Source: an optimization exercise on an open RTL-to-GDS flow (aim: a short achievable clock period and few clock cycles). Production flows keep margins and buffers that such runs may drop. Where RTL was checked, it was by simulation tests only, not by an equivalence proof against the original. Function not checked in runs 1 to 6: the RTL went through the layout flow alone. No run shown here takes its clock network from TritonCTS; it comes from the design's own scripts or RTL. The clock input has no modelled driver; a real chip could not lean on it and would need a root buffer or a full tree. Power and IR drop assume default switching activity.

==> flow/design.v <==
`timescale 1ns / 1ps
module day4_top( clk, rst, rom_addr, rom_data, sum_overlap, sum_contain, done );
    input clk;
    input rst;
    output [13:0] rom_addr;
    input [7:0] rom_data;
    output [15:0] sum_contain;
    output [15:0] sum_overlap;
    output done;
    function lt7(input [6:0] x, input [6:0] y);
        reg [6:0] e;
        begin
            e = ~(x ^ y);
            lt7 = (~x[6] & y[6]) |
                  (e[6] & ~x[5] & y[5]) |
                  (e[6] & e[5] & ~x[4] & y[4]) |
                  (e[6] & e[5] & e[4] & ~x[3] & y[3]) |
                  (e[6] & e[5] & e[4] & e[3] & ~x[2] & y[2]) |
                  (e[6] & e[5] & e[4] & e[3] & e[2] & ~x[1] & y[1]) |
                  (e[6] & e[5] & e[4] & e[3] & e[2] & e[1] & ~x[0] & y[0]);
        end
    endfunction
    localparam S_NEW = 0,    
               S_RA  = 1,    
               S_RD1 = 2,    
               S_RB2 = 3,    
               S_RC2 = 4,    
               S_RC  = 5,    
               S_RB3 = 6,    
               S_RD3 = 7,    
               S_RD4 = 8,    
               S_RB4 = 9,    
               S_IDL = 10;   
    localparam NS = 11;
    localparam [NS-1:0] ST_NEW = 1 << S_NEW, ST_RA = 1 << S_RA, ST_IDL = 1 << S_IDL;
    reg [13:0] addr;
    reg [7:0]  data_q;
    reg [NS-1:0] stA;
    reg [11:0]   lineA;
    reg [6:0]    aA, bA, cA, dA;
    reg          acA, caA, dbA, bdA, adA, cbA;   
    reg [NS-1:0] stB;
    reg [11:0]   lineB;
    reg [6:0]    aB, bB, cB, dB;
    reg          acB, caB, dbB, bdB, adB, cbB;
    reg          hiB;         
    reg          lt_a, lt_b, lt_c, lt_d, eq_a, eq_b, eq_d, is99, zero;
    reg [NS-1:0] stC;
    reg [11:0]   lineC;
    reg [6:0]    aC, bC, cC, dC;
    reg          acC, caC, dbC, bdC, adC, cbC;
    reg          freeC;       
    reg          zeroC;       
    reg [NS-1:0] contC;       
    reg [1:0]    offC;        
    reg [NS-1:0] stD;
    reg [11:0]   lineD;
    reg [6:0]    aD, bD, cD, dD;
    reg          acD, caD, dbD, bdD, adD, cbD;
    reg [11:0] next_line;
    reg        term;
    reg        inc_c, inc_o;
    reg [15:0] cnt_c, cnt_o;
    reg [2:0]  fc, fo;         
    reg        int_done;
    assign rom_addr = addr;
    assign sum_contain = cnt_c;
    assign sum_overlap = cnt_o;
    assign done = int_done;
    wire [6:0] v = data_q[6:0];
    wire rd_a = stA[S_RA];
    wire rd_b = stA[S_RB2] | stA[S_RB3] | stA[S_RB4];
    wire rd_c = stA[S_RC2] | stA[S_RC];
    wire rd_d = stA[S_RD1] | stA[S_RD3] | stA[S_RD4];
    wire fin_dis  = (stB[S_RD1] & lt_a) | (stB[S_RB3] & lt_c) | (stB[S_RD4] & lt_a);
    wire fin_both = (stB[S_RB2] & eq_d) | (stB[S_RC] & eq_a) |
                    (stB[S_RB3] & ~lt_c & is99) | (stB[S_RD4] & ~lt_a & is99);
    wire fin_full = stB[S_RC2] | stB[S_RD3] | stB[S_RB4];
    wire [NS-1:0] cont;
    assign cont[S_NEW] = 1'b0;
    assign cont[S_RA]  = 1'b0;
    assign cont[S_RD1] = stB[S_RA] & hiB;
    assign cont[S_RC]  = stB[S_RA] & ~hiB;
    assign cont[S_RB2] = stB[S_RD1];
    assign cont[S_RC2] = stB[S_RB2];
    assign cont[S_RB3] = stB[S_RC] & ~lt_a;
    assign cont[S_RD4] = stB[S_RC] & lt_a;
    assign cont[S_RD3] = stB[S_RB3];
    assign cont[S_RB4] = stB[S_RD4];
    assign cont[S_IDL] = stB[S_IDL];
    wire [1:0] cont_off = (cont[S_RD1] | cont[S_RD3] | cont[S_RD4]) ? 2'd3 :
                          (cont[S_RC2] | cont[S_RC]) ? 2'd2 :
                          (cont[S_RB2] | cont[S_RB3] | cont[S_RB4]) ? 2'd1 : 2'd0;
    wire b_after_d = stB[S_RB2] | stB[S_RB4];
    wire d_after_b = stB[S_RD3];
    wire b_after_c = stB[S_RB3] | stB[S_RB4];
    wire c_after_b = stB[S_RC2];
    wire c_read    = stB[S_RC2] | stB[S_RC];
    wire d_read    = stB[S_RD1] | stB[S_RD3] | stB[S_RD4];
    wire n_ac = c_read ? ~lt_a : acB;
    wire n_ca = c_read ? (lt_a | eq_a) : caB;
    wire n_ad = d_read ? ~lt_a : adB;
    wire n_db = b_after_d ? ~lt_d : d_after_b ? (lt_b | eq_b) : dbB;
    wire n_bd = b_after_d ? (lt_d | eq_d) : d_after_b ? ~lt_b : bdB;
    wire n_cb = b_after_c ? ~lt_c : c_after_b ? (lt_b | eq_b) : cbB;
    wire new_line = freeC & ~term;
    wire to_idle  = (stC[S_RA] & (zeroC | term)) | (freeC & term) | stC[S_IDL];
    wire [NS-1:0] n_st = new_line ? ST_RA : to_idle ? ST_IDL : contC;
    wire [11:0] n_line = new_line ? next_line : lineC;
    wire [1:0]  n_off  = new_line ? 2'd0 : offC;
    always @(posedge clk) begin
        data_q <= rom_data;
        if (rst) begin
            addr <= 14'd0;
            stA <= ST_NEW;
            stB <= ST_NEW;
            stC <= ST_NEW;
            stD <= ST_RA;
            freeC <= 1'b1;
            zeroC <= 1'b0;
            lineD <= 12'd0;
            next_line <= 12'd1;
            term <= 1'b0;
            inc_c <= 1'b0;
            inc_o <= 1'b0;
            cnt_c <= 16'd0;
            cnt_o <= 16'd0;
            fc <= 3'd0;
            fo <= 3'd0;
            int_done <= 1'b0;
        end else begin
            stB <= stA;
            stC <= stB;
            freeC <= fin_dis | fin_both | fin_full | stB[S_NEW];
            zeroC <= stB[S_RA] & zero;
            addr <= {n_line, n_off};
            stD <= n_st;
            lineD <= n_line;
            if (new_line)
                next_line <= next_line + 12'd1;
            if (stC[S_RA] & zeroC)
                term <= 1'b1;
            stA <= stD;
            inc_c <= fin_both | (fin_full & ((n_ac & n_db) | (n_ca & n_bd)));
            inc_o <= fin_both | (fin_full & n_ad & n_cb);
            if (inc_c) begin
                cnt_c[3:0] <= cnt_c[3:0] + 4'd1;
                if (fc[0]) cnt_c[7:4] <= cnt_c[7:4] + 4'd1;
                if (fc[0] & fc[1]) cnt_c[11:8] <= cnt_c[11:8] + 4'd1;
                if (fc[0] & fc[1] & fc[2]) cnt_c[15:12] <= cnt_c[15:12] + 4'd1;
                fc[0] <= (cnt_c[3:0] == 4'd14);
                if (fc[0]) fc[1] <= (cnt_c[7:4] == 4'd14);
                if (fc[0] & fc[1]) fc[2] <= (cnt_c[11:8] == 4'd14);
            end
            if (inc_o) begin
                cnt_o[3:0] <= cnt_o[3:0] + 4'd1;
                if (fo[0]) cnt_o[7:4] <= cnt_o[7:4] + 4'd1;
                if (fo[0] & fo[1]) cnt_o[11:8] <= cnt_o[11:8] + 4'd1;
                if (fo[0] & fo[1] & fo[2]) cnt_o[15:12] <= cnt_o[15:12] + 4'd1;
                fo[0] <= (cnt_o[3:0] == 4'd14);
                if (fo[0]) fo[1] <= (cnt_o[7:4] == 4'd14);
                if (fo[0] & fo[1]) fo[2] <= (cnt_o[11:8] == 4'd14);
            end
            if (term & stA[S_IDL] & stB[S_IDL] & stC[S_IDL] & stD[S_IDL])
                int_done <= 1'b1;
        end
        lineB <= lineA;
        aB <= rd_a ? v : aA;
        bB <= rd_b ? v : bA;
        cB <= rd_c ? v : cA;
        dB <= rd_d ? v : dA;
        acB <= acA; caB <= caA; dbB <= dbA; bdB <= bdA; adB <= adA; cbB <= cbA;
        hiB <= v[6];
        lt_a <= lt7(v, aA);
        lt_b <= lt7(v, bA);
        lt_c <= lt7(v, cA);
        lt_d <= lt7(v, dA);
        eq_a <= (v == aA);
        eq_b <= (v == bA);
        eq_d <= (v == dA);
        is99 <= (v == 7'd99);
        zero <= (data_q == 8'd0);
        lineC <= lineB;
        aC <= aB; bC <= bB; cC <= cB; dC <= dB;
        acC <= n_ac; caC <= n_ca; dbC <= n_db; bdC <= n_bd; adC <= n_ad; cbC <= n_cb;
        contC <= cont;
        offC <= cont_off;
        aD <= aC; bD <= bC; cD <= cC; dD <= dC;
        acD <= acC; caD <= caC; dbD <= dbC; bdD <= bdC; adD <= adC; cbD <= cbC;
        lineA <= lineD;
        aA <= aD; bA <= bD; cA <= cD; dA <= dD;
        acA <= acD; caA <= caD; dbA <= dbD; bdA <= bdD; adA <= adD; cbA <= cbD;
    end
endmodule
==> flow/flow/run.sh <==
#!/bin/bash
# The standard layout, with the clock tree that ORFS's CTS builds replaced
# by a two-level one (flow/clocktree.tcl, run as ORFS's POST_CTS_TCL hook).
set -euo pipefail
here=$(pwd)
echo "export POST_CTS_TCL = $here/flow/clocktree.tcl" >> config.mk
bash standard.sh finish > standard_make.log 2>&1
==> flow/config.mk <==
export PLATFORM = sky130hd
export DESIGN_NAME = day4_top
export DESIGN_NICKNAME = day4_top
export VERILOG_FILES = /design/flow/design.v
export SDC_FILE = /design/flow/constraint.sdc
export NUM_CORES = 4
export LEC_CHECK = 0
export ABC_CLOCK_PERIOD_IN_PS = 1500
export CAP_MARGIN = 20
export CORE_MARGIN = 2
export CORE_UTILIZATION = 60
export PLACE_DENSITY = 0.7
export SETUP_SLACK_MARGIN = 2.8
export SLEW_MARGIN = 20
export TNS_END_PERCENT = 100
export POST_CTS_TCL = /design/flow/flow/clocktree.tcl
==> flow/standard.sh <==
#!/bin/bash
# synth_recipe.tcl (not shown) runs the flow's synth.tcl, then flattens the netlist and writes it again
# the make line also repeats each setting of config.mk as NAME=value (left out here)
make -C /OpenROAD-flow-scripts/flow DESIGN_CONFIG=/design/flow/config.mk WORK_HOME=/design/flow/orfs CLKGATE_MAP_FILE= SYNTH_SCRIPT=/design/flow/synth_recipe.tcl "${@:-finish}"
==> flow/flow/clocktree.tcl <==
# Rebuild the clock tree with two levels of inverters: the clock port drives
# four clkinv_16, one per quadrant of the registers' placement, and each of
# those drives CT_LEAVES clkinv_8, each driving the registers of one part of
# its quadrant (split at the median along the wider side), so the registers
# see the clock twice inverted. Run as POST_CTS_TCL, after ORFS's CTS.
set ::block [ord::get_db_block]
set db [ord::get_db]
set clk_net [$::block findNet clk]
if {![info exists ::env(CT_ROOT)]} { set ::env(CT_ROOT) sky130_fd_sc_hd__clkinv_16 }
if {![info exists ::env(CT_LEAF)]} { set ::env(CT_LEAF) sky130_fd_sc_hd__clkinv_8 }
set rootm [$db findMaster $::env(CT_ROOT)]
set leafm [$db findMaster $::env(CT_LEAF)]

# all clock sinks (register clock pins) reached from the clock port
set ::sinks {}
set ::cts_bufs {}
proc walk {net} {
  foreach it [$net getITerms] {
    set inst [$it getInst]
    if {[$it getIoType] != "INPUT"} { continue }
    set m [[$inst getMaster] getName]
    if {[string match "sky130_fd_sc_hd__clkbuf_*" $m] || [string match "sky130_fd_sc_hd__clkinv*" $m] || [string match "sky130_fd_sc_hd__buf_*" $m] || [string match "sky130_fd_sc_hd__inv_*" $m]} {
      lappend ::cts_bufs $inst
      foreach o [$inst getITerms] {
        if {[$o getIoType] == "OUTPUT" && [$o getNet] != "NULL"} { walk [$o getNet] }
      }
    } else {
      lappend ::sinks $it
    }
  }
}
walk $clk_net
puts "clocktree: [llength $::sinks] sinks, [llength $::cts_bufs] old buffers"


if {![info exists ::env(CT_LEAVES)]} { set ::env(CT_LEAVES) 4 }
set leaves_per_root $::env(CT_LEAVES)

# sink positions
set ::pos [dict create]
foreach it $::sinks {
  set b [[$it getInst] getBBox]
  dict set ::pos $it [list [expr {([$b xMin] + [$b xMax]) / 2}] [expr {([$b yMin] + [$b yMax]) / 2}]]
}
proc ctr {items} {
  set sx 0; set sy 0
  foreach it $items { lassign [dict get $::pos $it] x y; incr sx $x; incr sy $y }
  set n [llength $items]
  return [list [expr {$sx / $n}] [expr {$sy / $n}]]
}
# split items into n parts of near-equal size, cutting across the wider side
proc bisect {items n} {
  if {$n <= 1 || [llength $items] < 2} { return [list $items] }
  set xs {}; set ys {}
  foreach it $items { lassign [dict get $::pos $it] x y; lappend xs $x; lappend ys $y }
  set xs [lsort -integer $xs]; set ys [lsort -integer $ys]
  set wx [expr {[lindex $xs end] - [lindex $xs 0]}]
  set wy [expr {[lindex $ys end] - [lindex $ys 0]}]
  set k [expr {$wx >= $wy ? 0 : 1}]
  set sorted [lsort -integer -index 1 [lmap it $items {list $it [lindex [dict get $::pos $it] $k]}]]
  set n1 [expr {$n / 2}]
  set cut [expr {[llength $items] * $n1 / $n}]
  set a [lmap p [lrange $sorted 0 [expr {$cut - 1}]] {lindex $p 0}]
  set b [lmap p [lrange $sorted $cut end] {lindex $p 0}]
  return [concat [bisect $a $n1] [bisect $b [expr {$n - $n1}]]]
}
proc outpin {master} {
  foreach mt [$master getMTerms] {
    if {[$mt getIoType] == "OUTPUT"} { return [$mt getName] }
  }
}
proc place_buf {name master x y} {
  set inst [odb::dbInst_create $::block $master $name]
  $inst setLocation [expr {$x - [$master getWidth] / 2}] [expr {$y - [$master getHeight] / 2}]
  $inst setPlacementStatus PLACED
  return $inst
}
# drop the old tree
set old_nets {}
foreach inst $::cts_bufs {
  foreach o [$inst getITerms] {
    if {[$o getIoType] == "OUTPUT" && [$o getNet] != "NULL"} { lappend old_nets [$o getNet] }
  }
}
foreach it $::sinks { $it disconnect }
foreach inst $::cts_bufs { odb::dbInst_destroy $inst }
foreach n [lsort -unique $old_nets] {
  if {[llength [$n getITerms]] == 0 && [llength [$n getBTerms]] == 0} { odb::dbNet_destroy $n }
}


set roots [bisect $::sinks 4]
set r 0
foreach rg $roots {
  set rnet [odb::dbNet_create $::block "clknet_r$r"]
  $rnet setSigType CLOCK
  set l 0
  set lcs {}
  foreach lg [bisect $rg $leaves_per_root] {
    set lnet [odb::dbNet_create $::block "clknet_r${r}_l$l"]
    $lnet setSigType CLOCK
    lassign [ctr $lg] cx cy
    lappend lcs [list $cx $cy]
    set inst [place_buf "clkbuf_r${r}_l$l" $leafm $cx $cy]
    [$inst findITerm A] connect $rnet
    [$inst findITerm [outpin $leafm]] connect $lnet
    foreach it $lg { $it connect $lnet }
    puts "clocktree: root $r leaf $l: [llength $lg] sinks at [expr {$cx / 1000.0}] [expr {$cy / 1000.0}]"
    incr l
  }
  set sx 0; set sy 0
  foreach c $lcs { incr sx [lindex $c 0]; incr sy [lindex $c 1] }
  set inst [place_buf "clkbuf_r$r" $rootm [expr {$sx / [llength $lcs]}] [expr {$sy / [llength $lcs]}]]
  [$inst findITerm A] connect $clk_net
  [$inst findITerm [outpin $rootm]] connect $rnet
  incr r
}

detailed_placement
estimate_parasitics -placement
repair_timing_helper
detailed_placement
check_placement -verbose
==> flow/constraint.sdc <==
create_clock -name core_clock -period 4.0 [get_ports {clk}]
set_input_delay 0.8000 -clock core_clock [delete_from_list [all_inputs] [get_ports {clk}]]
set_output_delay 0.8000 -clock core_clock [all_outputs]
set_load 0.01 [all_outputs]
==> summary.txt, run 1 <==
status finished clean; final worst-path cycle share 0.394; Setup Viol. Count Final 0; Die Span X 126 µm; syn_area_per_cell 11.6 µm²; worst slew pin tran 500 ps; initial drt markers 272; CTS clk-pin slew, worst paths 70 ps; Setup Skew 10.7 ps; RSZ-0062 raised after global routing yes; Placement Rows 44; Worst R2R Setup Slack 2430 ps; Seq cells post-synth 305; Post-Synthesis Cells 766; maximum VDD drop 0.417 mV; Filler Cell Count 800; post-route non-filler standard cell count 1103; Final Hold Viols 0; initial antenna violation count 0; combinational share of power 0.044; kind of end point of the critical path register; TritonRoute pass-1 iters 4; vias in the first global route 5751; hold_sp dC[3]; Antenna Cells 0; post-DP HPWL 9680 µm; Clock power frac 0.288; r2r worst-path depth 5; adder and majority cell fraction of the synthesized area 0.0373; CP delay by family, top adder cells; CP Buf/Inv Count 0; number of distinct library cells after synthesis 51; Mapped Area 0.00889 mm²; Routed wire per std cell 16.8 µm; setup TNS 0 ps; post-synthesis mux area share 0.0138; later-pin clock latency in the skew report 160 ps; Net count, final 949; Post-synth EDFFs 0; slowest stage delay, CP 360 ps; Final min period 1570 ps; GRT Util Overall 0.224; Final Wtd Congestion 0.773; f_max 635 MHz; PortBufs 56; complex-gate fraction of the synthesized area 0.0590; # IOs 57; first-pass GRT wire length 28600 µm; largest net degree at the start of global routing 34; placed insts 980; vias per inst 5.20; R2R Path Start data_q[0]; Synth async-reset ratio 0; sequential standard cell area 0.00626 mm²; switching power of the nets 1.17 mW; WP data arrival 1670 ps; fraction of layout cells with a size suffix above 1 0.395; simple-gate share of the synthesized area 0.131; CP max stage cell dfxtp_4; Chip Height 126 µm; sequential share of power 0.669; yosys warns 1; Slew Limit Headroom 0.666; Reg2Reg Capture Point lt_d; Synth-to-Final Area Change 32.6%; # DRC 0; crit-path max FO 5; Overflow after GRT 0; area of the multi-input gates 0.00312 mm²; CP Launch Point data_q[0]; drt total wl 18500 µm; Slew Viols, Final 0; critical path launch point type register; power per cell area 400 mW/mm²; main combinational cell family by area after synthesis simple AND/OR/NAND/NOR gates; switch share 0.248; Int Pwr 3.54 mW; XOR/XNOR Fraction of Synth Area 0.0463; Placed Area 0.00979 mm²; sequential fraction of the synthesis area 0.687; CP required 4090 ps; Worst setup endpoint lt_d; Design Area, Final 0.0118 mm²; critical path depth 5; CP cell instances nand2b_4 > maj3_2 > maj3_2 > maj3_2 > o21ai_2; Worst Hold Class reg -> reg; Top FF cell, synth dfxtp_1; die area 0.0158 mm²; core footprint 0.0145 mm²; post-route antenna net violation count 0; clock sinks 305; Initial Util 0.614; Leak 4.69 nW; Mapped Nets 795; kind of critical path reg -> reg; Max Cap Viol 0; vias 5741; crit-path most repeated cell maj3_2
[power groups by stage]
stage | Sequential, mW | Clock (mW) | Combinational, mW
global placement | 3.23 | 0 | 0.118
floorplan | 3.21 | 0 | 0.117
global route | 3.16 | 1.50 | 0.219
detailed placement | 3.23 | 0 | 0.122
finish | 3.15 | 1.36 | 0.205
[cell families after synthesis]
kind of cell | after synthesis
adders and majority gates | 28
xor gates and xnor gates | 47
muxes | 11
DFF | 305
and+or+nand+nor | 236
AOI/OAI and AO/OA | 90
buffers and inverters | 49
[placed cells by master (no fill, tap or decap), types with 6 or more instances in the layout]
cell	count
a21oi_2	26
mux2_2	10
clkdlybuf4s50_1	8
ha_4	6
inv_2	7
nand2_4	6
dfxtp_2	42
inv_1	12
xor2_1	25
clkinv_8	16
xnor2_1	17
and2_1	12
nand4_1	17
dfxtp_1	236
nand2_1	57
dfxtp_4	27
nor2b_1	30
o21ai_0	18
o21ai_1	9
ha_1	13
buf_6	62
a21oi_1	8
nor2_1	52
buf_4	78
a211oi_2	7
nand2b_1	7
[sequential cells by signal, summed over array words and instances, names as in the netlist, 10 cells and up]
signal / count
cnt_c: 16
cnt_o: 16
lineA: 12
lineB: 12
lineC: 12
lineD: 12
next_line: 12
stA: 11
stB: 11
stD: 10
[metal layers]
layer | up-vias | GRT usage | share of wire | wire [µm]
li1 | 2819 | - | - | -
met1 | 2743 | 0.272 | 0.42 | 7830
met2 | 134 | 0.396 | 0.51 | 9520
met3 | 45 | 0.0327 | 0.030 | 554
met4 | 0 | 0.102 | 0.033 | 610
met5 | - | 0 | 0 | 0
[cells in the mapped netlist (all sizes together) (9+ instances only)]
| cell | instances | area share |
|---|---|---|
| dfxtp | 305 | 0.69 |
| xnor2 | 22 | 0.022 |
| mux2 | 10 | 0.013 |
| nand2 | 63 | 0.027 |
| nand4 | 17 | 0.012 |
| xor2 | 25 | 0.025 |
| inv | 20 | 0.0084 |
| o21ai | 29 | 0.017 |
| ha | 19 | 0.027 |
| a21oi | 35 | 0.020 |
| maj3 | 9 | 0.011 |
| nor3 | 10 | 0.0056 |
| nor2 | 59 | 0.025 |
| nor2b | 32 | 0.023 |
| and2 | 15 | 0.011 |
| clkbuf | 19 | 0.0080 |
| nand3 | 13 | 0.0073 |
| buf | 10 | 0.0096 |
| nand2b | 9 | 0.0072 |
[worst min path at each step]
stage	slack [ps]	cells after the start	endpoint
after floorplan	310	0	aA[0]
after detailed placement	310	0	dA[1]
after global routing	330	0	dD[4]
after global placement	310	0	dC[1]
final	320	0	dD[3]
[cell type report]
cell class | count | area share
clock inverter | 1 | 0.00255
inverter | 40 | 0.0391
multi-input combinational | 412 | 0.265
sequential | 305 | 0.531
tap | 184 | 0.0195
timing repair buffer | 161 | 0.143
[worst reg2reg max path: stages, from the launching register on]
cell and delay (ps):
dfxtp_4 360, nand2b_4 130, maj3_2 310, maj3_2 300, maj3_2 310, o21ai_2 100
[per-stage QoR]
step           total power, mW  hold slack [ps]  setup slack [ps]  utilization
2_1_floorplan             3.32              310              2420            -
3_3_place_gp              3.35              310              1900        0.676
3_5_place_dp              3.35              312              1870        0.676
5_1_grt                   4.88              334              2390        0.814
6_report                  4.71              321              2430        0.814
==> run 2: changes to the inputs <==
--- a/flow/config.mk
+++ b/flow/config.mk
@@ -10,7 +10,7 @@
 export CORE_MARGIN = 2
 export CORE_UTILIZATION = 60
 export PLACE_DENSITY = 0.7
-export SETUP_SLACK_MARGIN = 2.8
+export SETUP_SLACK_MARGIN = 2.4
 export SLEW_MARGIN = 20
 export TNS_END_PERCENT = 100
 export POST_CTS_TCL = /design/flow/flow/clocktree.tcl
==> summary.txt, run 2 <==
status finished clean; Synth area leader dfxtp_1; CTS clk-pin slew, worst paths 70 ps (about the same); drt total wl 15300 µm (-17%); commonest non-fill, non-tap cell in the layout dfxtp_1; post-route antenna net violation count 0 (unchanged); first-pass GRT wire length 25300 µm (-12%); main combinational cell family by area after synthesis simple AND/OR/NAND/NOR gates; R2R Path Start data_q[6]; power per cell area 440 mW/mm² (+10%); kind of end point of the critical path register; Mapped Nets 795 (unchanged); vias 5324 (-7.3%); worst slew pin tran 570 ps (+70.6 ps); Largest regs cnt_c (16), cnt_o (16); Final min period 1570 ps (-3.72 ps); WP data arrival 1650 ps (-20 ps); sequential share of power 0.680 (+0.011); post-DP HPWL 9560 µm (-1.3%); later-pin clock latency in the skew report 160 ps (about the same); top cells by area, synth dfxtp_1 69%, ha_1 2.7%, nand2_1 2.7%, nor2_1 2.5%, xor2_1 2.5%; Setup Skew 11.5 ps (+0.814 ps); Chip Height 126 µm (unchanged); complex-gate fraction of the synthesized area 0.0590 (unchanged); kind of critical path reg -> reg; XOR/XNOR Fraction of Synth Area 0.0463 (unchanged); Worst Hold Class reg -> reg; pre-CTS setup slack 1640 ps (-229 ps); CP required 4070 ps (-20 ps); Final Hold Viols 0 (unchanged); Synth async-reset ratio 0 (unchanged); initial antenna violation count 0 (unchanged); critical path launch point type register; Leak 4.17 nW (-11%); Setup Viol. Count Final 0 (unchanged); adder and majority cell fraction of the synthesized area 0.0373 (unchanged); most frequent cells in the layout 251 x dfxtp_1, 63 x nand2_1, 56 x nor2_1; Net count, final 892 (-6.0%); core footprint 0.0145 mm² (unchanged); largest net degree at the start of global routing 58 (+71%); sequential fraction of the synthesis area 0.687 (unchanged); initial drt markers 161 (-41%); most common cell in the synthesized netlist dfxtp_1; PortBufs 56 (unchanged); vias in the first global route 5313 (-7.6%); CP Launch Point data_q[6]; Post-synth EDFFs 0 (unchanged); Initial Util 0.614 (unchanged); number of distinct library cells after synthesis 51 (unchanged); Post-synth top cells 305 x dfxtp_1, 63 x nand2_1, 59 x nor2_1; fraction of layout cells with a size suffix above 1 0.238 (-0.157); Top FF cell, synth dfxtp_1; f_max 636 MHz (+0.24%); # IOs 57 (unchanged); Clock power frac 0.293 (+0.005); Mapped Area 0.00889 mm² (unchanged); RSZ-0062 raised after global routing yes; area of the multi-input gates 0.00261 mm² (-16%); combinational share of power 0.027 (-0.017); worst setup margin 2430 ps (+3.72 ps); hold_sp bD[5]; die area 0.0158 mm² (unchanged); switching power of the nets 1.14 mW (-2.5%); sequential standard cell area 0.00621 mm² (-0.86%); Die Span X 126 µm (unchanged); Int Pwr 3.49 mW (-1.3%); yosys warns 1 (unchanged); final worst-path cycle share 0.393 (-0.000930); setup TNS 0 ps (unchanged); crit-path max FO 4 (-1); Seq cells post-synth 305 (unchanged); syn_area_per_cell 11.6 µm² (unchanged); Overflow after GRT 0 (unchanged); maximum VDD drop 0.343 mV (-18%); Filler Cell Count 1019 (+27%); Slew Viols, Final 0 (unchanged); Routed wire per std cell 14.7 µm (-13%); Max Cap Viol 0 (unchanged); Synth top area share 0.687 (unchanged); simple-gate share of the synthesized area 0.131 (unchanged); TritonRoute pass-1 iters 4 (unchanged); post-synthesis mux area share 0.0138 (unchanged); Placement Rows 44 (unchanged); Slew Limit Headroom 0.619 (-0.0471); clock sinks 305 (unchanged); Post-Synthesis Cells 766 (unchanged); switch share 0.246 (-0.00226); # DRC 0 (unchanged); Final Wtd Congestion 0.798 (+3.3%); vias per inst 5.09 (-2.2%); Synth-to-Final Area Change 18.6%; GRT Util Overall 0.194 (-0.0303); Antenna Cells 0 (unchanged)
-- run 2: cell counts after synthesis --
No cell type changed its count.
-- run 2: path summary, 6_finish.rpt --
| check | depth (start not counted) | to | slack, ps |
|---|---|---|---|
| worst max-delay path | 5 | eq_a | 2430 |
| worst min-delay path | 0 | bA[5] | 320 |
| worst max register to register | 5 | eq_a | 2430 |
| worst min register to register | 0 | bA[5] | 320 |
-- run 2: kinds of logic after synthesis --
logic type,Yosys count
flops,305
simple gates,236
compound gates,90
buf+inv,49
xor+xnor,47
fa+ha+maj,28
mux,11
-- run 2: worst max-delay path, cell delays in order (launching register included) --
cell     delay (ps)
dfxtp_4         380
inv_8            40
ha_4            260
nand3_2          60
or4_4           490
nor4_2          260
-- run 2: layer usage --
layer / part of all wire / vias up / track usage / routed length, µm
li1: - / 2701 / - / -
met1: 0.44 / 2531 / 0.239 / 6820
met2: 0.52 / 67 / 0.352 / 7910
met3: 0.020 / 25 / 0.0259 / 307
met4: 0.020 / 0 / 0.0634 / 303
met5: 0 / - / 0 / 0
-- run 2: area by class of cell --
class,count,share of cell area
repair buffers,104,0.0951
flip-flops and latches,305,0.588
clock inverters,1,0.00285
well taps,184,0.0218
multi-input cells,412,0.248
inverters,40,0.0439
-- run 2: power by group through the flow --
| stage | registers, mW | logic [mW] | clock network [mW] |
|---|---|---|---|
| 2_1_floorplan | 3.21 | 0.0894 | 0 |
| 3_3_place_gp | 3.23 | 0.105 | 0 |
| 3_5_place_dp | 3.23 | 0.108 | 0 |
| 5_1_grt | 3.16 | 0.140 | 1.51 |
| 6_report | 3.15 | 0.126 | 1.36 |
-- run 2: through the flow --
stage / cells / hold slack [ps] / power [mW] / utilization / instance area [µm²]
detailed placement: 981 / 312 / 3.34 / 0.660 / 9550
floorplan: 766 / 310 / 3.30 / - / 8890
finish: 1046 / 320 / 4.64 / 0.728 / 10500
global placement: 981 / 310 / 3.33 / 0.660 / 9550
global route: 1046 / 324 / 4.81 / 0.728 / 10500
==> run 3: changes to the inputs <==
--- a/flow/design.v
+++ b/flow/design.v
@@ -8,16 +8,17 @@
     output [15:0] sum_overlap;
     output done;
     function lt7(input [6:0] x, input [6:0] y);
-        reg [6:0] e;
+        reg [6:0] g, n;
         begin
-            e = ~(x ^ y);
-            lt7 = (~x[6] & y[6]) |
-                  (e[6] & ~x[5] & y[5]) |
-                  (e[6] & e[5] & ~x[4] & y[4]) |
-                  (e[6] & e[5] & e[4] & ~x[3] & y[3]) |
-                  (e[6] & e[5] & e[4] & e[3] & ~x[2] & y[2]) |
-                  (e[6] & e[5] & e[4] & e[3] & e[2] & ~x[1] & y[1]) |
-                  (e[6] & e[5] & e[4] & e[3] & e[2] & e[1] & ~x[0] & y[0]);
+            g = ~x & y;
+            n = ~x | y;    
+            lt7 = g[6] |
+                  (n[6] & g[5]) |
+                  (n[6] & n[5] & g[4]) |
+                  (n[6] & n[5] & n[4] & g[3]) |
+                  (n[6] & n[5] & n[4] & n[3] & g[2]) |
+                  (n[6] & n[5] & n[4] & n[3] & n[2] & g[1]) |
+                  (n[6] & n[5] & n[4] & n[3] & n[2] & n[1] & g[0]);
         end
     endfunction
     localparam S_NEW = 0,    
@@ -175,9 +176,9 @@
         lt_b <= lt7(v, bA);
         lt_c <= lt7(v, cA);
         lt_d <= lt7(v, dA);
-        eq_a <= (v == aA);
-        eq_b <= (v == bA);
-        eq_d <= (v == dA);
+        eq_a <= ~lt7(v, aA) & ~lt7(aA, v);
+        eq_b <= ~lt7(v, bA) & ~lt7(bA, v);
+        eq_d <= ~lt7(v, dA) & ~lt7(dA, v);
         is99 <= (v == 7'd99);
         zero <= (data_q == 8'd0);
         lineC <= lineB;
==> summary.txt, run 3 <==
Final Wtd Congestion 0.778 (-2.5%); clock sinks 305 (unchanged); Leak 4.12 nW (-1.1%); post-synthesis mux area share 0.0164 (+0.00264); combinational share of power 0.029 (+0.002); Synth async-reset ratio 0 (unchanged); Worst Hold Class reg -> reg; Synth area leader dfxtp_1; CTS clk-pin slew, worst paths 70 ps (about the same); kind of critical path reg -> reg; Overflow after GRT 0 (unchanged); GRT Util Overall 0.197 (+0.00281); WP data arrival 1630 ps (-20 ps); switch share 0.249 (+0.00295); later-pin clock latency in the skew report 160 ps (about the same); worst slew pin tran 712 ps (+141 ps); post-DP HPWL 9570 µm (+0.12%); main combinational cell family by area after synthesis simple AND/OR/NAND/NOR gates; Routed wire per std cell 14.5 µm (-1.1%); Max Cap Viol 0 (unchanged); Final min period 1590 ps (+18.8 ps); r2r worst-path depth 5 (unchanged); Initial Util 0.613 (-0.00103); sequential fraction of the synthesis area 0.685 (-0.00145); # DRC 0 (unchanged); Int Pwr 3.43 mW (-1.9%); Slew Limit Headroom 0.524 (-0.0955); most common cell in the synthesized netlist dfxtp_1; R2R Path Start data_q[5]; pre-CTS setup slack 1630 ps (-8.21 ps); maximum VDD drop 0.315 mV (-8.2%); Chip Height 126 µm (+0.10%); Post-synth EDFFs 0 (unchanged); RSZ-0062 raised after global routing yes; number of distinct library cells after synthesis 51 (unchanged); Synth-to-Final Area Change 18.4%; sequential share of power 0.691 (+0.011); Die Span X 126 µm (+0.10%); switching power of the nets 1.14 mW (-0.35%); Largest regs cnt_c (16), cnt_o (16); # IOs 57 (unchanged); PortBufs 56 (unchanged); Design Area, Final 0.0105 mm² (about the same); commonest non-fill, non-tap cell in the layout dfxtp_1; Placement Rows 44 (unchanged); Seq cells post-synth 305 (unchanged); XOR/XNOR Fraction of Synth Area 0.0364 (-0.00993); yosys warns 1 (unchanged); most frequent cells in the layout 248 x dfxtp_1, 66 x nand2_1, 58 x nor2_1; hold_sp bC[0]; vias in the first global route 5441 (+2.4%); Antenna Cells 0 (unchanged); worst min-delay path endpoint bD[0]; Placed Area 0.00960 mm² (+0.52%); fraction of layout cells with a size suffix above 1 0.230 (-0.00767); Post-Synthesis Cells 777 (+1.4%); setup TNS 0 ps (unchanged); syn_area_per_cell 11.5 µm² (-1.2%); slowest stage delay, CP 400 ps (-90 ps); final worst-path cycle share 0.398 (+0.00471); vias per inst 5.17 (+1.6%); top cells by area, synth dfxtp_1 69%, nand2_1 2.8%, xor2_1 2.6%, nor2_1 2.5%, ha_1 2.1%; Slew Viols, Final 0 (unchanged); hold path depth 0 (unchanged); Final Hold Viols 0 (unchanged); Synth top area share 0.685 (-0.00145); CP required 4040 ps (-30 ps); Top FF cell, synth dfxtp_1; die area 0.0158 mm² (+0.21%); critical path launch point type register; largest net degree at the start of global routing 53 (-8.6%); TritonRoute pass-1 iters 4 (unchanged); crit-path max FO 5 (+1); worst setup margin 2410 ps (-18.8 ps); initial antenna violation count 0 (unchanged); power per cell area 433 mW/mm² (-1.5%); f_max 629 MHz (-1.2%); status finished clean; Clock power frac 0.280 (-0.013); core footprint 0.0145 mm² (+0.38%); first-pass GRT wire length 25800 µm (+1.8%); Post-synth top cells 305 x dfxtp_1, 66 x nand2_1, 59 x nor2_1; initial drt markers 322 (+100%); simple-gate share of the synthesized area 0.134 (+0.00338); Net count, final 896 (+0.45%); CP cell instances clkinvlp_4 > maj3_2 > nor2b_1 > a21oi_2 > maj3_1; Mapped Nets 802 (+0.88%); Worst R2R Setup Slack 2410 ps (-20 ps); drt total wl 15300 µm (-0.42%); post-route antenna net violation count 0 (unchanged); Mapped Area 0.00891 mm² (+0.21%); CP max stage cell dfxtp_4; Setup Skew 9.18 ps (-2.35 ps); Setup Viol. Count Final 0 (unchanged); kind of end point of the critical path register; Reg2Reg Capture Point lt_b; vias 5446 (+2.3%); adder and majority cell fraction of the synthesized area 0.0337 (-0.00359); complex-gate fraction of the synthesized area 0.0704 (+0.0114)
## run 3: cell count changes after synthesis, sizes merged, moves of 3 or more
cell,delta
o21ai,-3
mux2,+3
o221ai,+7
xnor2,-11
nand4,-3
ha,-4
nand2b,+9
nand2,+3
## run 3: layout make-up
class                      instances  area [µm²]
sequential                       305        6210
fill                            1015        3990
multi-input combinational        419        2650
timing repair buffer             102         986
inverter                          43         477
tap                              184         230
## run 3: cell families (layout without fill, tap and decap cells)
logic type / after synthesis / in the layout
flip-flops: 305 / 305
adder cells (fa/ha/maj): 26 / 26
AND/OR/NAND/NOR: 243 / 243
buffers and inverters: 53 / 145
AO/OA/AOI/OAI: 100 / 100
XOR/XNOR: 37 / 37
multiplexers: 13 / 13
## run 3: worst max-delay path by stage
stage,from,end,slack (ps)
2_1_floorplan,rst,stB[0],2450
3_3_place_gp,rst,zeroC,1690
3_5_place_dp,rst,zeroC,1630
5_1_grt,data_q[1],lt_d,2300
6_report,data_q[5],lt_b,2410
## run 3: per-layer routing
metal,global-route usage,vias up,routed length (µm)
li1,-,2748,-
met1,0.252,2568,6960
met2,0.345,100,7500
met3,0.0340,30,459
met4,0.0562,0,368
met5,0,-,0
## run 3: critical path, delay by kind of cell (launching register included)
| family | cells | cell delay (ps) |
|---|---|---|
| DFF | 1 | 400 |
| AOI/OAI and AO/OA | 1 | 50 |
| adders and majority gates | 2 | 700 |
| and+or+nand+nor | 1 | 160 |
| buffers and inverters | 1 | 170 |
## run 3: through the flow
step / hold slack (ps) / std cells / power, mW / utilization
6_report: 325 / 1053 / 4.56 / 0.726
3_5_place_dp: 312 / 991 / 3.34 / 0.661
5_1_grt: 330 / 1053 / 4.75 / 0.726
2_1_floorplan: 310 / 777 / 3.29 / -
3_3_place_gp: 310 / 991 / 3.33 / 0.661
## run 3: power by group through the flow
stage	Clock [mW]	Combinational [mW]	Sequential, mW
floorplan	0	0.0844	3.21
global placement	0	0.104	3.23
detailed placement	0	0.108	3.23
global route	1.43	0.148	3.16
finish	1.28	0.132	3.15
==> run 4: changes to the inputs <==
--- a/flow/config.mk
+++ b/flow/config.mk
@@ -10,7 +10,7 @@
 export CORE_MARGIN = 2
 export CORE_UTILIZATION = 60
 export PLACE_DENSITY = 0.7
-export SETUP_SLACK_MARGIN = 2.4
+export SETUP_SLACK_MARGIN = 2.8
 export SLEW_MARGIN = 20
 export TNS_END_PERCENT = 100
 export POST_CTS_TCL = /design/flow/flow/clocktree.tcl
==> summary.txt, run 4 <==
sequential standard cell area 0.00625 mm² (+0.77%); maximum VDD drop 0.475 mV (+51%); placed insts 992 (+0.10%); Filler Cell Count 779 (-23%); CP Buf/Inv Count 0 (-1); vias in the first global route 5910 (+8.6%); Overflow after GRT 0 (unchanged); Setup Skew 27.2 ps (+18.0 ps); Seq cells post-synth 305 (unchanged); Leak 4.70 nW (+14%); switching power of the nets 1.19 mW (+5.1%); top cells by area, synth dfxtp_1 69%, nand2_1 2.8%, xor2_1 2.6%, nor2_1 2.5%, ha_1 2.1%; area of the multi-input gates 0.00314 mm² (+18%); Post-synth top cells 305 x dfxtp_1, 66 x nand2_1, 59 x nor2_1; post-route antenna net violation count 0 (unchanged); CTS clk-pin slew, worst paths 80 ps (about the same); XOR/XNOR Fraction of Synth Area 0.0364 (unchanged); Post-synth EDFFs 0 (unchanged); Initial Util 0.613 (unchanged); CP required 4100 ps (+60 ps); fraction of layout cells with a size suffix above 1 0.389 (+0.159); Worst Hold Class reg -> reg; largest net degree at the start of global routing 25 (-53%); Setup Viol. Count Final 0 (unchanged); drt total wl 19100 µm (+25%); Slew Limit Headroom 0.728 (+0.204); CP cell instances or3b_1 > a222oi_1 > nor2_1 > o221ai_2 > maj3_2; sequential fraction of the synthesis area 0.685 (unchanged); syn_area_per_cell 11.5 µm² (unchanged); complex-gate fraction of the synthesized area 0.0704 (unchanged); Synth-to-Final Area Change 33.1%; Final Hold Viols 0 (unchanged); CP delay by family, top compound AO/OA/AOI/OAI gates; CP max stage cell or3b_1; setup TNS 0 ps (unchanged); adder and majority cell fraction of the synthesized area 0.0337 (unchanged); # IOs 57 (unchanged); Largest regs cnt_c (16), cnt_o (16); clock sinks 305 (unchanged); PortBufs 56 (unchanged); sequential share of power 0.647 (-0.044); combinational share of power 0.043 (+0.014); Synth area leader dfxtp_1; Routed wire per std cell 17.1 µm (+18%); yosys warns 1 (unchanged); Top FF cell, synth dfxtp_1; later-pin clock latency in the skew report 180 ps (+20 ps); post-DP HPWL 9280 µm (-3.1%); die area 0.0158 mm² (unchanged); most frequent cells in the layout 228 x dfxtp_1, 74 x buf_4, 62 x nand2_1; number of distinct library cells after synthesis 51 (unchanged); Antenna Cells 0 (unchanged); Post-Synthesis Cells 777 (unchanged); kind of critical path reg -> reg; f_max 616 MHz (-2.1%); power per cell area 411 mW/mm² (-5.1%); CP Launch Point data_q[0]; initial drt markers 295 (-8.4%); simple-gate share of the synthesized area 0.134 (unchanged); kind of end point of the critical path register; Synth top area share 0.685 (unchanged); Mapped Area 0.00891 mm² (unchanged); initial antenna violation count 0 (unchanged); hold_sp cbD; Mapped Nets 802 (unchanged); crit-path max FO 4 (-1); TritonRoute pass-1 iters 5 (+1); WP data arrival 1720 ps (+90 ps); Synth async-reset ratio 0 (unchanged); RSZ-0062 raised after global routing yes; # DRC 0 (unchanged); critical path launch point type register; Final min period 1620 ps (+33.8 ps); commonest non-fill, non-tap cell in the layout dfxtp_1; Chip Height 126 µm (unchanged); final worst-path cycle share 0.406 (+0.00844); slowest stage delay, CP 390 ps (about the same); vias 5935 (+9.0%); vias per inst 5.34 (+3.2%); Die Span X 126 µm (unchanged); post-layout util 0.816 (+0.0902); worst slew pin tran 407 ps (-305 ps); Placement Rows 44 (unchanged); post-synthesis mux area share 0.0164 (unchanged); Net count, final 952 (+6.3%); Max Cap Viol 0 (unchanged); switch share 0.245 (-0.00372); Final Wtd Congestion 0.792 (+1.7%); Slew Viols, Final 0 (unchanged); main combinational cell family by area after synthesis simple AND/OR/NAND/NOR gates; Int Pwr 3.67 mW (+7.2%); status finished clean; Clock power frac 0.310 (+0.030); R2R Path Start data_q[0]; core footprint 0.0145 mm² (unchanged); most common cell in the synthesized netlist dfxtp_1; first-pass GRT wire length 28200 µm (+9.5%); GRT Util Overall 0.217 (+0.0208); post-route non-filler standard cell count 1112 (+5.6%)
==> run 4: cell counts after synthesis <==
Identical to the previous run, type by type.
==> run 4: layer usage <==
metal | GRT usage | vias up | share of wire
met1 | 0.270 | 2891 | 0.43
met5 | 0 | - | 0
met4 | 0.0737 | 0 | 0.025
met3 | 0.0412 | 39 | 0.035
met2 | 0.383 | 131 | 0.51
li1 | - | 2874 | -
==> run 4: stage by stage <==
| step | power, mW | hold WS, ps | area (µm²) | setup slack, ps |
|---|---|---|---|---|
| 2_1_floorplan | 3.30 | 310 | 9120 | 2570 |
| 3_3_place_gp | 3.34 | 309 | 9710 | 1940 |
| 3_5_place_dp | 3.34 | 312 | 9710 | 1900 |
| 5_1_grt | 5.05 | 328 | 11900 | 2300 |
| 6_report | 4.87 | 317 | 11900 | 2380 |
==> run 4: path summary, 6_finish.rpt <==
check / end / slack (ps) / cells after the start
worst min register to register: cbA / 320 / 0
worst min-delay path: cbA / 320 / 0
worst max-delay path: lt_d / 2380 / 5
worst max register to register: lt_d / 2380 / 5
==> run 4: power by group through the flow <==
stage	Sequential, mW	Clock (mW)	Combinational (mW)
floorplan	3.21	0	0.0958
global placement	3.23	0	0.111
detailed placement	3.23	0	0.113
global route	3.16	1.66	0.224
finish	3.15	1.51	0.209
==> run 4: kinds of logic (layout without fill, tap and decap cells) <==
logic type	Yosys count	in the layout
AOI/OAI and AO/OA	100	100
DFF	305	305
muxes	13	13
adders and majority gates	26	26
xor gates and xnor gates	37	37
and+or+nand+nor	243	243
buffers and inverters	53	204
==> run 4: final cells by class <==
class	instances	area share
Clock inverter	3	0.00760
Inverter	43	0.0407
Multi-Input combinational cell	419	0.264
Sequential cell	305	0.527
Tap cell	184	0.0194
Timing Repair Buffer	158	0.140
==> run 4: worst register-to-register path, delay by kind of cell, from the launching register on <==
family / cells / cell delay (ps)
and+or+nand+nor: 2 / 490
adders and majority gates: 1 / 210
AOI/OAI and AO/OA: 2 / 520
DFF: 1 / 360
==> run 5: changes to the inputs <==
--- a/flow/config.mk
+++ b/flow/config.mk
@@ -5,7 +5,7 @@
 export SDC_FILE = /design/flow/constraint.sdc
 export NUM_CORES = 4
 export LEC_CHECK = 0
-export ABC_CLOCK_PERIOD_IN_PS = 1500
+export ABC_CLOCK_PERIOD_IN_PS = 1000
 export CAP_MARGIN = 20
 export CORE_MARGIN = 2
 export CORE_UTILIZATION = 60
==> summary.txt, run 5 <==
switching power of the nets 1.20 mW (about the same); Worst R2R Setup Slack 2370 ps (about the same); slowest stage delay, CP 390 ps (about the same); die area 0.0158 mm² (unchanged); CTS clk-pin slew, worst paths 70 ps (about the same); Worst Hold Class reg -> reg; TritonRoute pass-1 iters 4 (-1); main combinational cell family by area after synthesis simple AND/OR/NAND/NOR gates; combinational share of power 0.043 (about the same); pre-CTS setup slack 1900 ps (unchanged); final worst-path cycle share 0.406 (about the same); Routed wire per std cell 17.2 µm (about the same); GRT Util Overall 0.217 (unchanged); CP Buf/Inv Count 0 (unchanged); complex-gate fraction of the synthesized area 0.0704 (unchanged); clock sinks 305 (unchanged); Setup Viol. Count Final 0 (unchanged); yosys warns 1 (unchanged); Final Wtd Congestion 0.792 (unchanged); power per cell area 411 mW/mm² (about the same); Final Hold Viols 0 (unchanged); Top FF cell, synth dfxtp_1; Chip Height 126 µm (unchanged); status finished clean; kind of critical path reg -> reg; Post-synth top cells 305 x dfxtp_1, 66 x nand2_1, 59 x nor2_1; Seq cells post-synth 305 (unchanged); Int Pwr 3.67 mW (about the same); fraction of layout cells with a size suffix above 1 0.389 (unchanged); later-pin clock latency in the skew report 180 ps (about the same); XOR/XNOR Fraction of Synth Area 0.0364 (unchanged); adder and majority cell fraction of the synthesized area 0.0337 (unchanged); drt total wl 19100 µm (about the same); Mapped Nets 802 (unchanged); sequential share of power 0.647 (about the same); CP delay by family, top compound AO/OA/AOI/OAI gates; area of the multi-input gates 0.00314 mm² (unchanged); vias 5913 (-0.37%); Clock power frac 0.310 (about the same); maximum VDD drop 0.475 mV (about the same); largest net degree at the start of global routing 25 (unchanged); worst slew pin tran 402 ps (-4.73 ps); Setup Skew 27.8 ps (+0.664 ps); vias per inst 5.32 (-0.37%); first-pass GRT wire length 28200 µm (unchanged); Initial Util 0.613 (unchanged); most common cell in the synthesized netlist dfxtp_1; core footprint 0.0145 mm² (unchanged); Post-synth EDFFs 0 (unchanged); Synth async-reset ratio 0 (unchanged); Placement Rows 44 (unchanged); Mapped Area 0.00891 mm² (unchanged); crit-path max FO 4 (unchanged); commonest non-fill, non-tap cell in the layout dfxtp_1; Slew Limit Headroom 0.732 (+0.00316); f_max 615 MHz (about the same); kind of end point of the critical path register; most frequent cells in the layout 228 x dfxtp_1, 74 x buf_4, 62 x nand2_1; number of distinct library cells after synthesis 51 (unchanged); sequential fraction of the synthesis area 0.685 (unchanged); Largest regs cnt_c (16), cnt_o (16); post-synthesis mux area share 0.0164 (unchanged); WP data arrival 1730 ps (about the same); setup TNS 0 ps (unchanged); Slew Viols, Final 0 (unchanged); Net count, final 952 (unchanged); RSZ-0062 raised after global routing yes; Die Span X 126 µm (unchanged); critical path launch point type register; switch share 0.245 (about the same); vias in the first global route 5910 (unchanged); Filler Cell Count 779 (unchanged); post-route antenna net violation count 0 (unchanged); Overall Power 4.87 mW (about the same); top cells by area, synth dfxtp_1 69%, nand2_1 2.8%, xor2_1 2.6%, nor2_1 2.5%, ha_1 2.1%; # IOs 57 (unchanged); Synth-to-Final Area Change 33.1% (unchanged); # DRC 0 (unchanged); initial antenna violation count 0 (unchanged); worst setup margin 2370 ps (-1.21 ps); CP required 4100 ps (about the same); post-DP HPWL 9280 µm (unchanged); Post-Synthesis Cells 777 (unchanged); Antenna Cells 0 (unchanged); Overflow after GRT 0 (unchanged); Synth area leader dfxtp_1; sequential standard cell area 0.00625 mm² (unchanged); Synth top area share 0.685 (unchanged); CP cell instances or3b_1 > a222oi_1 > nor2_1 > o221ai_2 > maj3_2; CP max stage cell or3b_1; Max Cap Viol 0 (unchanged); Final min period 1630 ps (+1.21 ps); simple-gate share of the synthesized area 0.134 (unchanged); Leak 4.70 nW (unchanged); syn_area_per_cell 11.5 µm² (unchanged); initial drt markers 310 (+5.1%); PortBufs 56 (unchanged)
## run 5: area by class of cell
class / count / share of cell area
Clock inverter: 3 / 0.00760
Inverter: 43 / 0.0407
Multi-Input combinational cell: 419 / 0.264
Sequential cell: 305 / 0.527
Tap cell: 184 / 0.0194
Timing Repair Buffer: 158 / 0.140
## run 5: final timing paths
check | endpoint | from | cells after the start
min | dbB | dbA | 0
min reg2reg | dbB | dbA | 0
max reg2reg | lt_d | data_q[0] | 5
max | lt_d | data_q[0] | 5
## run 5: stage by stage
stage | cells | util | hold WS, ps | area, µm²
after floorplan | 777 | - | 310 | 9120
after global placement | 992 | 0.668 | 309 | 9710
after detailed placement | 992 | 0.668 | 312 | 9710
after global routing | 1112 | 0.816 | 328 | 11900
final | 1112 | 0.816 | 318 | 11900
## run 5: cells by family after synthesis
family / Yosys count
mux: 13
fa+ha+maj: 26
buf+inv: 53
simple gates: 243
flops: 305
xor+xnor: 37
compound gates: 100
## run 5: routing by layer
metal	vias to the layer above	global-route usage	routed length, µm
li1	2873	-	-
met1	2885	0.270	8350
met2	116	0.383	9640
met3	39	0.0412	620
met4	0	0.0737	470
met5	-	0	0
## run 5: power groups by stage
stage	logic (mW)	clock network, mW	registers (mW)
5_1_grt	0.224	1.66	3.16
6_report	0.209	1.51	3.15
3_5_place_dp	0.113	0	3.23
2_1_floorplan	0.0958	0	3.21
3_3_place_gp	0.111	0	3.23
## run 5: worst register-to-register path, cell delays in order (launching register included)
cell      delay (ps)
dfxtp_4          360
or3b_1           390
a222oi_1         310
nor2_1           100
o221ai_2         210
maj3_2           210
==> run 6: changes to the inputs <==
--- a/flow/design.v
+++ b/flow/design.v
@@ -60,6 +60,7 @@
     reg          acD, caD, dbD, bdD, adD, cbD;
     reg [11:0] next_line;
     reg        term;
+    reg        rst_q;          
     reg        inc_c, inc_o;
     reg [15:0] cnt_c, cnt_o;
     reg [2:0]  fc, fo;         
@@ -122,12 +123,6 @@
             lineD <= 12'd0;
             next_line <= 12'd1;
             term <= 1'b0;
-            inc_c <= 1'b0;
-            inc_o <= 1'b0;
-            cnt_c <= 16'd0;
-            cnt_o <= 16'd0;
-            fc <= 3'd0;
-            fo <= 3'd0;
             int_done <= 1'b0;
         end else begin
             stB <= stA;
@@ -142,6 +137,18 @@
             if (stC[S_RA] & zeroC)
                 term <= 1'b1;
             stA <= stD;
+            if (term & stA[S_IDL] & stB[S_IDL] & stC[S_IDL] & stD[S_IDL])
+                int_done <= 1'b1;
+        end
+        rst_q <= rst;
+        if (rst_q) begin
+            inc_c <= 1'b0;
+            inc_o <= 1'b0;
+            cnt_c <= 16'd0;
+            cnt_o <= 16'd0;
+            fc <= 3'd0;
+            fo <= 3'd0;
+        end else begin
             inc_c <= fin_both | (fin_full & ((n_ac & n_db) | (n_ca & n_bd)));
             inc_o <= fin_both | (fin_full & n_ad & n_cb);
             if (inc_c) begin
@@ -162,8 +169,6 @@
                 if (fo[0]) fo[1] <= (cnt_o[7:4] == 4'd14);
                 if (fo[0] & fo[1]) fo[2] <= (cnt_o[11:8] == 4'd14);
             end
-            if (term & stA[S_IDL] & stB[S_IDL] & stC[S_IDL] & stD[S_IDL])
-                int_done <= 1'b1;
         end
         lineB <= lineA;
         aB <= rd_a ? v : aA;
==> flow/config.mk (replaced) <==
export PLATFORM = sky130hd
export DESIGN_NAME = day4_top
export DESIGN_NICKNAME = day4_top
export VERILOG_FILES = /design/flow/design.v
export SDC_FILE = /design/flow/constraint.sdc
export NUM_CORES = 4
export LEC_CHECK = 0
export ABC_CLOCK_PERIOD_IN_PS = 1500
export CAP_MARGIN = 20
export CORE_MARGIN = 2
export CORE_UTILIZATION = 60
export PLACE_DENSITY = 0.7
export SETUP_SLACK_MARGIN = 2.4
export SLEW_MARGIN = 20
export TNS_END_PERCENT = 100
export POST_CTS_TCL = /design/flow/flow/clocktree.tcl
==> summary.txt, run 6 <==
post-route antenna net violation count 0 (unchanged); post-layout util 0.733 (-0.0825); initial antenna violation count 0 (unchanged); Initial Util 0.614 (+0.000689); GRT Util Overall 0.191 (-0.0268); most common cell in the synthesized netlist dfxtp_1; CP cell instances clkbuf_8 > nor2_2 > inv_1 > nor2_4 > and2_1; Post-Synthesis Cells 783 (+0.77%); largest net degree at the start of global routing 54 (+120%); slowest stage delay, CP 240 ps (-150 ps); core footprint 0.0145 mm² (unchanged); vias per inst 5.07 (-4.7%); sequential fraction of the synthesis area 0.687 (+0.00148); Final Wtd Congestion 0.844 (+6.6%); placed insts 999 (+0.71%); Post-synth top cells 306 x dfxtp_1, 74 x nand2_1, 61 x nor2_1; Leak 4.23 nW (-10%); syn_area_per_cell 11.4 µm² (-0.65%); setup TNS 0 ps (unchanged); worst setup margin 2430 ps (+59.7 ps); CP Buf/Inv Count 2 (+2); Int Pwr 3.89 mW (+6.0%); CP required 4100 ps (about the same); most frequent cells in the layout 253 x dfxtp_1, 74 x nand2_1, 59 x nor2_1; CTS clk-pin slew, worst paths 80 ps (about the same); vias 5401 (-8.7%); Synth top area share 0.687 (+0.00148); worst slew pin tran 748 ps (+346 ps); Slew Limit Headroom 0.500 (-0.232); CP max stage cell clkbuf_8; Top FF cell, synth dfxtp_1; drt total wl 15100 µm (-21%); Filler Cell Count 1027 (+32%); Final Hold Viols 0 (unchanged); post-route non-filler standard cell count 1066 (-4.1%); switch share 0.230 (-0.0154); Overall Power 5.06 mW (+3.8%); Chip Height 126 µm (about the same); Mapped Nets 808 (+0.75%); number of distinct library cells after synthesis 51 (unchanged); kind of critical path in -> reg; commonest non-fill, non-tap cell in the layout dfxtp_1; CP delay by family, top simple AND/OR/NAND/NOR gates; Seq cells post-synth 306 (+0.33%); PortBufs 56 (unchanged); WP data arrival 1670 ps (-60 ps); R2R Path Start data_q[6]; Routed wire per std cell 14.2 µm (-17%); Worst Hold Class reg -> reg; Placement Rows 44 (unchanged); post-DP HPWL 9410 µm (+1.4%); final worst-path cycle share 0.391 (-0.0149); later-pin clock latency in the skew report 160 ps (-20 ps); Post-synth EDFFs 0 (unchanged); kind of end point of the critical path register; Largest regs cnt_c (16), cnt_o (16); initial drt markers 226 (-27%); first-pass GRT wire length 25200 µm (-11%); Final min period 1570 ps (-59.7 ps); combinational share of power 0.023 (-0.020); status finished clean; RSZ-0062 raised after global routing yes; pre-CTS setup slack 1790 ps (-113 ps); vias in the first global route 5337 (-9.7%); hold_sp caC; Synth area leader dfxtp_1; Clock power frac 0.353 (+0.043); maximum VDD drop 0.379 mV (-20%); power per cell area 474 mW/mm² (+16%); sequential share of power 0.624 (-0.023); clock sinks 306 (+0.33%); f_max 639 MHz (+3.8%); fraction of layout cells with a size suffix above 1 0.221 (-0.168); # DRC 0 (unchanged); Die Span X 126 µm (about the same); Synth async-reset ratio 0 (unchanged); CP Launch Point rst; Setup Viol. Count Final 0 (unchanged); TritonRoute pass-1 iters 4 (unchanged); Synth-to-Final Area Change 19.5%; Slew Viols, Final 0 (unchanged); top cells by area, synth dfxtp_1 69%, nand2_1 3.1%, nor2_1 2.6%, xor2_1 2.3%, nor2b_1 2.2%; Antenna Cells 0 (unchanged); Net count, final 902 (-5.3%); critical path launch point type input port; Mapped Area 0.00892 mm² (+0.11%); switching power of the nets 1.16 mW (-2.7%); Overflow after GRT 0 (unchanged); # IOs 57 (unchanged); Setup Skew 12.4 ps (-15.4 ps); Max Cap Viol 0 (unchanged); die area 0.0159 mm² (+0.11%); yosys warns 1 (unchanged); crit-path max FO 53 (+49)
[run 6: layer usage]
layer | share of wire | up-vias | wire, µm | track usage
met2 | 0.49 | 91 | 7480 | 0.333
met5 | 0 | - | 0 | 0
met4 | 0.018 | 0 | 279 | 0.0575
li1 | - | 2762 | - | -
met1 | 0.46 | 2519 | 6980 | 0.248
met3 | 0.025 | 29 | 372 | 0.0259
[run 6: path summary, 6_finish.rpt]
path	end	slack, ps	depth (start not counted)
min reg2reg	caD	310	0
max reg2reg	eq_a	2510	5
max	stD[5]	2430	5
min	caD	310	0
[run 6: kinds of logic (layout without fill, tap and decap cells)]
kind of cell / after synthesis / after routing / synth area share
AOI/OAI and AO/OA: 112 / 112 / 0.0749
xor gates and xnor gates: 34 / 34 / 0.0334
adders and majority gates: 22 / 22 / 0.0290
buffers and inverters: 52 / 151 / 0.0272
DFF: 306 / 306 / 0.687
muxes: 7 / 7 / 0.00884
and+or+nand+nor: 250 / 250 / 0.140
[run 6: per-stage QoR]
step | area (µm²) | hold WS, ps
finish | 10700 | 315
global route | 10700 | 321
detailed placement | 9580 | 312
global placement | 9580 | 310
floorplan | 8920 | 310
[run 6: area by class of cell]
cell class | count | area (µm²) | area share
flip-flops and latches | 306 | 6220 | 0.584
multi-input cells | 425 | 2570 | 0.241
repair buffers | 99 | 946 | 0.0887
inverters | 45 | 482 | 0.0452
well taps | 184 | 230 | 0.0216
clock inverters | 7 | 210 | 0.0197
[run 6: power by group through the flow]
stage / sequential [mW] / clock, mW / combinational, mW
after floorplan: 3.22 / 0 / 0.0814
after global placement: 3.23 / 0 / 0.107
after detailed placement: 3.24 / 0 / 0.109
after global routing: 3.17 / 1.96 / 0.131
final: 3.16 / 1.78 / 0.117
==> run 7: changes to the inputs <==
--- a/flow/design.v
+++ b/flow/design.v
@@ -7,18 +7,25 @@
     output [15:0] sum_contain;
     output [15:0] sum_overlap;
     output done;
-    function lt7(input [6:0] x, input [6:0] y);
+    function lt_hi(input [6:0] x, input [6:0] y);
         reg [6:0] g, n;
         begin
             g = ~x & y;
             n = ~x | y;    
-            lt7 = g[6] |
-                  (n[6] & g[5]) |
-                  (n[6] & n[5] & g[4]) |
-                  (n[6] & n[5] & n[4] & g[3]) |
-                  (n[6] & n[5] & n[4] & n[3] & g[2]) |
-                  (n[6] & n[5] & n[4] & n[3] & n[2] & g[1]) |
-                  (n[6] & n[5] & n[4] & n[3] & n[2] & n[1] & g[0]);
+            lt_hi = g[6] |
+                    (n[6] & g[5]) |
+                    (n[6] & n[5] & g[4]) |
+                    (n[6] & n[5] & n[4] & g[3]);
+        end
+    endfunction
+    function lt_lo(input [6:0] x, input [6:0] y);
+        reg [6:0] g, n;
+        begin
+            g = ~x & y;
+            n = ~x | y;
+            lt_lo = g[2] |
+                    (n[2] & g[1]) |
+                    (n[2] & n[1] & g[0]);
         end
     endfunction
     localparam S_NEW = 0,    
@@ -45,7 +52,9 @@
     reg [6:0]    aB, bB, cB, dB;
     reg          acB, caB, dbB, bdB, adB, cbB;
     reg          hiB;         
-    reg          lt_a, lt_b, lt_c, lt_d, eq_a, eq_b, eq_d, is99, zero;
+    reg [3:0]    ca, cb, cd;
+    reg [2:0]    cc;
+    reg          is99, zero;
     reg [NS-1:0] stC;
     reg [11:0]   lineC;
     reg [6:0]    aC, bC, cC, dC;
@@ -74,6 +83,13 @@
     wire rd_b = stA[S_RB2] | stA[S_RB3] | stA[S_RB4];
     wire rd_c = stA[S_RC2] | stA[S_RC];
     wire rd_d = stA[S_RD1] | stA[S_RD3] | stA[S_RD4];
+    wire lt_a = ca[0] | (~ca[1] & ca[2]);
+    wire lt_b = cb[0] | (~cb[1] & cb[2]);
+    wire lt_c = cc[0] | (~cc[1] & cc[2]);
+    wire lt_d = cd[0] | (~cd[1] & cd[2]);
+    wire eq_a = ~|ca;
+    wire eq_b = ~|cb;
+    wire eq_d = ~|cd;
     wire fin_dis  = (stB[S_RD1] & lt_a) | (stB[S_RB3] & lt_c) | (stB[S_RD4] & lt_a);
     wire fin_both = (stB[S_RB2] & eq_d) | (stB[S_RC] & eq_a) |
                     (stB[S_RB3] & ~lt_c & is99) | (stB[S_RD4] & ~lt_a & is99);
@@ -177,13 +193,10 @@
         dB <= rd_d ? v : dA;
         acB <= acA; caB <= caA; dbB <= dbA; bdB <= bdA; adB <= adA; cbB <= cbA;
         hiB <= v[6];
-        lt_a <= lt7(v, aA);
-        lt_b <= lt7(v, bA);
-        lt_c <= lt7(v, cA);
-        lt_d <= lt7(v, dA);
-        eq_a <= ~lt7(v, aA) & ~lt7(aA, v);
-        eq_b <= ~lt7(v, bA) & ~lt7(bA, v);
-        eq_d <= ~lt7(v, dA) & ~lt7(dA, v);
+        ca <= {lt_lo(aA, v), lt_lo(v, aA), lt_hi(aA, v), lt_hi(v, aA)};
+        cb <= {lt_lo(bA, v), lt_lo(v, bA), lt_hi(bA, v), lt_hi(v, bA)};
+        cc <= {lt_lo(v, cA), lt_hi(cA, v), lt_hi(v, cA)};
+        cd <= {lt_lo(dA, v), lt_lo(v, dA), lt_hi(dA, v), lt_hi(v, dA)};
         is99 <= (v == 7'd99);
         zero <= (data_q == 8'd0);
         lineC <= lineB;
==> summary.txt, run 7 <==
initial drt markers 264 (+17%); Setup Viol. Count Final 0 (unchanged); critical path launch point type register; TritonRoute pass-1 iters 5 (+1); Synth-to-Final Area Change 18.4%; commonest non-fill, non-tap cell in the layout dfxtp_1; kind of end point of the critical path register; die area 0.0162 mm² (+2.1%); Final Hold Viols 0 (unchanged); sequential fraction of the synthesis area 0.690 (+0.00296); crit-path most repeated cell maj3_2; switch share 0.234 (+0.00398); Hold Slack 324 ps (+8.90 ps); WP data arrival 1600 ps (-70 ps); PortBufs 56 (unchanged); Die Span X 127 µm (+1.0%); worst slew pin tran 592 ps (-156 ps); yosys warns 1 (unchanged); Chip Height 127 µm (+1.0%); f_max 643 MHz (+0.59%); post-route antenna net violation count 0 (unchanged); top cells by area, synth dfxtp_1 69%, a21oi_1 2.8%, nand2_1 2.6%, xor2_1 2.4%, nor2_1 2.4%; # IOs 57 (unchanged); GRT Util Overall 0.194 (+0.00300); core footprint 0.0150 mm² (+3.4%); first-pass GRT wire length 25500 µm (+1.1%); CTS clk-pin slew, worst paths 70 ps (about the same); maximum VDD drop 0.372 mV (-2.0%); Mapped Area 0.00911 mm² (+2.2%); Post-synth EDFFs 0 (unchanged); Clock power frac 0.318 (-0.035); CP cell instances nor2b_1 > maj3_2 > maj3_2 > maj3_2; final worst-path cycle share 0.389 (-0.00228); sequential share of power 0.657 (+0.033); slowest stage delay, CP 450 ps (+210 ps); initial antenna violation count 0 (unchanged); Overflow after GRT 0 (unchanged); Final Wtd Congestion 0.790 (-6.4%); Synth async-reset ratio 0 (unchanged); Initial Util 0.606 (-0.00748); largest net degree at the start of global routing 41 (-24%); most frequent cells in the layout 262 x dfxtp_1, 62 x nand2_1, 55 x nor2_1; later-pin clock latency in the skew report 160 ps (about the same); CP Buf/Inv Count 0 (-2); Int Pwr 3.79 mW (-2.8%); Slew Limit Headroom 0.604 (+0.104); most common cell in the synthesized netlist dfxtp_1; CP required 4050 ps (-50 ps); # DRC 0 (unchanged); setup TNS 0 ps (unchanged); Net count, final 900 (-0.22%); clock sinks 314 (+2.6%); Filler Cell Count 1040 (+1.3%); Setup Skew 11.1 ps (-1.33 ps); Placement Rows 45 (+2.3%); Final min period 1560 ps (-9.12 ps); Slew Viols, Final 0 (unchanged); Max Cap Viol 0 (unchanged); Synth top area share 0.690 (+0.00296); number of distinct library cells after synthesis 47 (-7.8%); drt total wl 15000 µm (-0.56%); Top FF cell, synth dfxtp_1; Largest regs cnt_c (16), cnt_o (16); kind of critical path reg -> reg; Design Area, Final 0.0108 mm² (+1.2%); Placed Area 0.00982 mm² (+2.6%); Overall Power 4.94 mW (-2.3%); Mapped Nets 809 (+0.12%); RSZ-0062 raised after global routing no; Worst Hold Class reg -> reg; combinational share of power 0.025 (+0.002); post-DP HPWL 9670 µm (+2.8%); vias in the first global route 5424 (+1.6%); Seq cells post-synth 314 (+2.6%); Post-Synthesis Cells 784 (+0.13%); fraction of layout cells with a size suffix above 1 0.236 (+0.0149); Leak 4.32 nW (+2.2%); Routed wire per std cell 14.1 µm (-0.47%); crit-path max FO 13 (-75%); syn_area_per_cell 11.6 µm² (+2.0%); switching power of the nets 1.16 mW (-0.57%); vias 5443 (+0.78%); Synth area leader dfxtp_1; CP delay by family, top adder cells; Post-synth top cells 314 x dfxtp_1, 62 x nand2_1, 58 x nor2_1; power per cell area 458 mW/mm² (-3.4%); status finished clean; CP max stage cell dfxtp_4; Antenna Cells 0 (unchanged); vias per inst 5.11 (+0.87%)
-- run 7: per-stage QoR --
stage / setup slack [ps] / std cells / util
5_1_grt: 2400 / 1065 / 0.718
6_report: 2440 / 1065 / 0.718
3_3_place_gp: 2120 / 1005 / 0.653
3_5_place_dp: 2100 / 1005 / 0.653
2_1_floorplan: 2460 / 784 / -
-- run 7: power groups by stage --
stage / sequential, mW / clock, mW / combinational (mW)
floorplan: 3.31 / 0 / 0.0912
global placement: 3.32 / 0 / 0.117
detailed placement: 3.32 / 0 / 0.120
global route: 3.26 / 1.75 / 0.139
finish: 3.25 / 1.57 / 0.122
-- run 7: per-layer routing --
metal  vias up  track usage  routed length [µm]
li1       2754            -                   -
met1      2573        0.248                6650
met2        86        0.335                7520
met3        30       0.0381                 520
met4         0       0.0575                 333
met5         -            0                   0
-- run 7: area by class of cell --
class / instances / area [µm²] / area share
sequential: 314 / 6370 / 0.591
clock inverter: 4 / 120 / 0.0111
multi-input combinational: 420 / 2670 / 0.247
timing repair buffer: 97 / 928 / 0.0861
inverter: 42 / 463 / 0.0429
tap: 188 / 235 / 0.0218
-- run 7: path summary, 6_finish.rpt --
kind              startpoint     to  slack [ps]  depth (start not counted)
hold / removal         bD[1]  bA[1]         320                          0
hold reg to reg        bD[1]  bA[1]         320                          0
setup / recovery   data_q[3]  cc[0]        2440                          4
setup reg to reg   data_q[3]  cc[0]        2440                          4
-- run 7: kinds of logic (layout without fill, tap and decap cells) --
group           after synthesis  count (layout)  share of synthesized area
fa+ha+maj                    37              37                     0.0468
buf+inv                      50             143                     0.0225
mux                          13              13                     0.0161
flops                       314             314                      0.690
simple gates                234             234                      0.128
xor+xnor                     32              32                     0.0308
compound gates              104             104                     0.0658
Testbench counts of run 7, summed over its fixed seeds: cycles 23,775.

Check on run 7: ideal ports give 2.444 ns setup slack; a clkbuf_16 on the clock port and buf_2 on the inputs give 2.362 ns; moving port delays by the midpoint clock arrival (0.367 ns) as well gives 2.316 ns.
